This design comes from an exercise in tuning for a short achievable clock period and few clock cycles on the open sky130 flow, not from production work.
Function was checked by simulation only, so behaviour that the tests miss may differ from the original.
No activity file was given, so power comes from the tool's default toggle rates.

## mips_multi_cycle
module mips_multi_cycle (rst, clk, memwrite, memread, adr, inst, writedata);
  input rst, clk;
  output [31:0] adr, writedata;
  input [31:0] inst;
  output memread, memwrite;
  localparam [5:0] OP_R = 6'h00, OP_J = 6'h02, OP_JAL = 6'h03, OP_BEQ = 6'h04, OP_JR = 6'h06,
                   OP_ADDI = 6'h09, OP_SLTI = 6'h0A, OP_LW = 6'h23, OP_SW = 6'h2B;
  reg [31:0] adr_q, wdata_q, pc_f;
  reg        memwrite_q, memread_q, mcyc;
  reg        mc_wh, mc_wl, mc_rs, mc_rt;        
  reg [31:1] wen;                               
  reg        m_lw;
  reg [4:0]  m_rt;
  reg        e_v;
  reg [31:0] e_a, e_b, e_sd, e_bt;
  reg        e_fa, e_fb, e_fsd;                   
  reg        e_add, e_sub, e_and, e_or, e_slt;    
  reg        e_lw, e_sw, e_beq, e_jr;
  reg        e_mem1, e_mem2;                      
  reg        e_rp;                                
  reg [31:0] e_pc;
  reg [4:0]  e_wr;
  reg [31:0] R;
  reg [4:0]  w_rd;
  reg [31:0] rf [1:31];
  localparam ICK = 4;
  localparam ICN = 1 << ICK;
  reg             ic_v   [0:ICN-1];
  reg [12:ICK+2]  ic_tag [0:ICN-1];
  reg [31:0]      ic_d   [0:ICN-1];
  reg             ic_fill;
  reg             icp_hit;
  reg [31:0]      icp_word;
  wire [31:0]     pc4_f   = pc_f + 32'd4;
  wire [ICK-1:0]  ic_idx  = pc_f[ICK+1:2];
  wire [ICK-1:0]  icn_idx = pc4_f[ICK+1:2];
  wire            icn_hit = ic_v[icn_idx] && (ic_tag[icn_idx] == pc4_f[12:ICK+2]) &&
                            (pc4_f[31:13] == 19'd0);
  wire            icc_hit = ic_v[ic_idx] && (ic_tag[ic_idx] == pc_f[12:ICK+2]) &&
                            (pc_f[31:13] == 19'd0);
  wire [31:0] fw = {mc_wh ? icp_word[31:16] : inst[31:16],
                    mc_wl ? icp_word[15:0] : inst[15:0]};
  wire [5:0] f_op = fw[31:26];
  wire [5:0] f_fn = fw[5:0];
  wire [4:0] f_rs = fw[25:21];
  wire [4:0] f_rt = fw[20:16];
  wire [4:0] f_rd = fw[15:11];
  ...
Size: roughly 9,900 cells after synthesis, roughly 100 I/O pins, roughly 110,000 µm² of cells after synthesis.
clock: 7.5 ns
lec_check: 0
abc_clock_period_in_ps: 2500
cap_margin: 40
core_margin: 2
core_utilization: 35
place_density: 0.5
setup_slack_margin: 4.2
slew_margin: 40
synth_hierarchical: 1
run.sh (not shown) runs the stock make flow with config.mk's settings and CLKGATE_MAP_FILE= SYNTH_SCRIPT=/design/flow/synth_recipe.tcl, a recipe that flattens the netlist after the stock synthesis.
Testbench counts at the start, summed over its fixed seeds: cycles 63,068.
Rerun with:
--- a/flow/design.v
+++ b/flow/design.v
@@ -145,20 +145,21 @@
                    OP_ADDI = 6'h09, OP_SLTI = 6'h0A, OP_LW = 6'h23, OP_SW = 6'h2B;
   reg [31:0] adr_q, wdata_q, pc_f;
   reg        memwrite_q, memread_q, mcyc;
   reg        mc_wh, mc_wl, mc_rs, mc_rt;        
   reg [31:1] wen;                               
   reg        m_lw;
   reg [4:0]  m_rt;
   reg        e_v;
   reg [31:0] e_a, e_b, e_sd, e_bt;
   reg        e_fa, e_fb, e_fsd;                   
+  reg        e_cab, e_crb, e_car, e_crr;          
   reg        e_add, e_sub, e_and, e_or, e_slt;    
   reg        e_lw, e_sw, e_beq, e_jr;
   reg        e_mem1, e_mem2;                      
   reg        e_rp;                                
   reg [31:0] e_pc;
   reg [4:0]  e_wr;
   reg [31:0] R;
   reg [4:0]  w_rd;
   reg [31:0] rf [1:31];
   localparam ICK = 4;
@@ -217,51 +218,52 @@
   wire [4:0] e_wr_alu = (e_go && !e_lw) ? e_wr : 5'd0;    
   wire [4:0] e_wr_ld  = (e_go &&  e_lw) ? e_wr : 5'd0;    
   wire fE_rs = (e_wr_alu != 5'd0) && (e_wr_alu == f_rs);
   wire fE_rt = (e_wr_alu != 5'd0) && (e_wr_alu == f_rt);
   wire lu_rs = (e_wr_ld != 5'd0) && (e_wr_ld == f_rs);
   wire lu_rt = (e_wr_ld != 5'd0) && (e_wr_ld == f_rt);
   wire fW_rs = (w_rd != 5'd0) && (w_rd == f_rs);
   wire fW_rt = (w_rd != 5'd0) && (w_rd == f_rt);
   wire fM_rs = m_lw && (m_rt != 5'd0) && (m_rt == f_rs);
   wire fM_rt = m_lw && (m_rt != 5'd0) && (m_rt == f_rt);
-  wire [4:0] r_rs = mc_rs ? icp_word[25:21] : inst[25:21];
-  wire [4:0] r_rt = mc_rt ? icp_word[20:16] : inst[20:16];
-  wire [31:0] rf_rs, rf_rt;
+  wire [31:0] rfi_rs, rfi_rt, rfc_rs, rfc_rt;
   genvar gb, gr;
   generate
     for (gb = 0; gb < 32; gb = gb + 1) begin : rd
       wire [31:0] col;                  
       assign col[0] = 1'b0;
       for (gr = 1; gr < 32; gr = gr + 1) begin : c
         assign col[gr] = rf[gr][gb];
       end
-      mux32 RS (col, r_rs, rf_rs[gb]);
-      mux32 RT (col, r_rt, rf_rt[gb]);
+      mux32 IRS (col, inst[25:21], rfi_rs[gb]);
+      mux32 IRT (col, inst[20:16], rfi_rt[gb]);
+      mux32 CRS (col, icp_word[25:21], rfc_rs[gb]);
+      mux32 CRT (col, icp_word[20:16], rfc_rt[gb]);
     end
   endgenerate
+  wire [31:0] rf_rs = mc_rs ? rfc_rs : rfi_rs;
+  wire [31:0] rf_rt = mc_rt ? rfc_rt : rfi_rt;
   wire        a_rf = !f_isJAL && !fW_rs && !fM_rs;
   wire        b_rf = !f_isJAL && !f_imm && !fW_rt && !fM_rt;
   wire        s_rf = !fW_rt && !fM_rt;
   wire [31:0] a_other = f_isJAL ? pc4_f : fW_rs ? R : inst;
   wire [31:0] b_other = f_isJAL ? 32'd0 : f_imm ? f_sext : fW_rt ? R : inst;
   wire [31:0] s_other = fW_rt ? R : inst;
   wire [31:0] r31_val = (w_rd == 5'd31) ? R : (m_lw && m_rt == 5'd31) ? inst : rf[31];
   wire f_jr31 = f_isJR && (f_rs == 5'd31) && !fE_rs;
+  wire f_fa = fE_rs && !f_isJAL;
+  wire f_fb = fE_rt && !f_isJAL && !f_imm;
   wire f_lu = (lu_rs && f_use_rs) || (lu_rt && (f_use_rtb || f_isSW));
   wire [31:0] opA = e_fa ? R : e_a;
   wire [31:0] opB = e_fb ? R : e_b;
   wire [31:0] sd  = e_fsd ? R : e_sd;
-  wire c_ab = !e_fa && !e_fb;
-  wire c_rb =  e_fa && !e_fb;
-  wire c_ar = !e_fa &&  e_fb;
-  wire c_rr =  e_fa &&  e_fb;
+  wire c_ab = e_cab, c_rb = e_crb, c_ar = e_car, c_rr = e_crr;
   wire [31:0] add_ab, add_rb, add_ar, sub_ab, sub_rb, sub_ar;
   wire        ltu_ab, ltu_rb, ltu_ar;
   add32 ADD_AB (e_a, e_b, add_ab);
   add32 ADD_RB (R, e_b, add_rb);
   add32 ADD_AR (e_a, R, add_ar);
   sub32 SUB_AB (e_a, e_b, sub_ab, ltu_ab);
   sub32 SUB_RB (R, e_b, sub_rb, ltu_rb);
   sub32 SUB_AR (e_a, R, sub_ar, ltu_ar);
   wire [31:0] add_r = ({32{c_ab}} & add_ab) | ({32{c_rb}} & add_rb) |
                       ({32{c_ar}} & add_ar) | ({32{c_rr}} & {R[30:0], 1'b0});
@@ -323,22 +325,26 @@
       for (i = 1; i < 32; i = i + 1)
         if (wen[i]) rf[i] <= m_lw ? inst : R;
     end
   end
   always @(posedge clk) begin
     m_rt <= e_wr;
     wdata_q <= sd;
     e_a <= a_rf ? rf_rs : a_other;
     e_b <= b_rf ? rf_rt : b_other;
     e_sd <= s_rf ? rf_rt : s_other;
-    e_fa <= fE_rs && !f_isJAL;
-    e_fb <= fE_rt && !f_isJAL && !f_imm;
+    e_fa <= f_fa;
+    e_fb <= f_fb;
+    e_cab <= !f_fa && !f_fb;
+    e_crb <=  f_fa && !f_fb;
+    e_car <= !f_fa &&  f_fb;
+    e_crr <=  f_fa &&  f_fb;
     e_fsd <= fE_rt;
     e_bt <= f_btarget;
     e_add <= f_add;
     e_sub <= f_sub;
     e_and <= f_and;
     e_or  <= f_or;
     e_slt <= f_slt;
     e_lw <= f_isLW;
     e_sw <= f_isSW;
     e_beq <= f_isBEQ;
What happened: Clock skew came out higher by 0.049 ns. Sequential share of layout area came out lower by 4.3 points. Final cell count came out higher by 11%. Power came out higher by 10%. Setup slack gets worse by 0.18 ns. Clock power hardly moves. Wire length came out higher by 18%. Final area came out higher by 15%. Area after synthesis came out higher by 13%. Register-to-register slack gets worse by 0.18 ns.
Testbench counts after the change, summed over its fixed seeds: cycles 63,068.

-- port drivers added, routing unchanged --
No port has a modelled driver above. Below, the same layouts with a new extraction and two added sets of constraints.
Step 1 sets driving cells, clkbuf_16 on the clock port and buf_2 on the other inputs (assumed; they add their load-dependent delay and slew).
Step 2 moves the port delays by t, midway between the first and last clock arrival at a register: inputs arrive t later, outputs are due t later. That takes back most of the time a late clock gives input paths.
Three values: ideal, step 1, step 2; two values: the first two.
| run | t, ns | setup WS [ns] | hold WS [ns] | worst setup path after step 2 |
|---|---|---|---|---|
| the first run | 0.992 | 4.126 / 4.123 / 3.131 | 0.449 / 0.449 / 0.449 | input to register |
| the second run | 1.002 | 3.947 / 3.741 / 2.739 | 0.440 / 0.440 / 0.440 | input to register |
After both steps setup and hold are still met in every run listed. For the second run, which loses most, drivers alone change the setup slack by -0.206 ns; drivers and shift together by -1.208 ns.
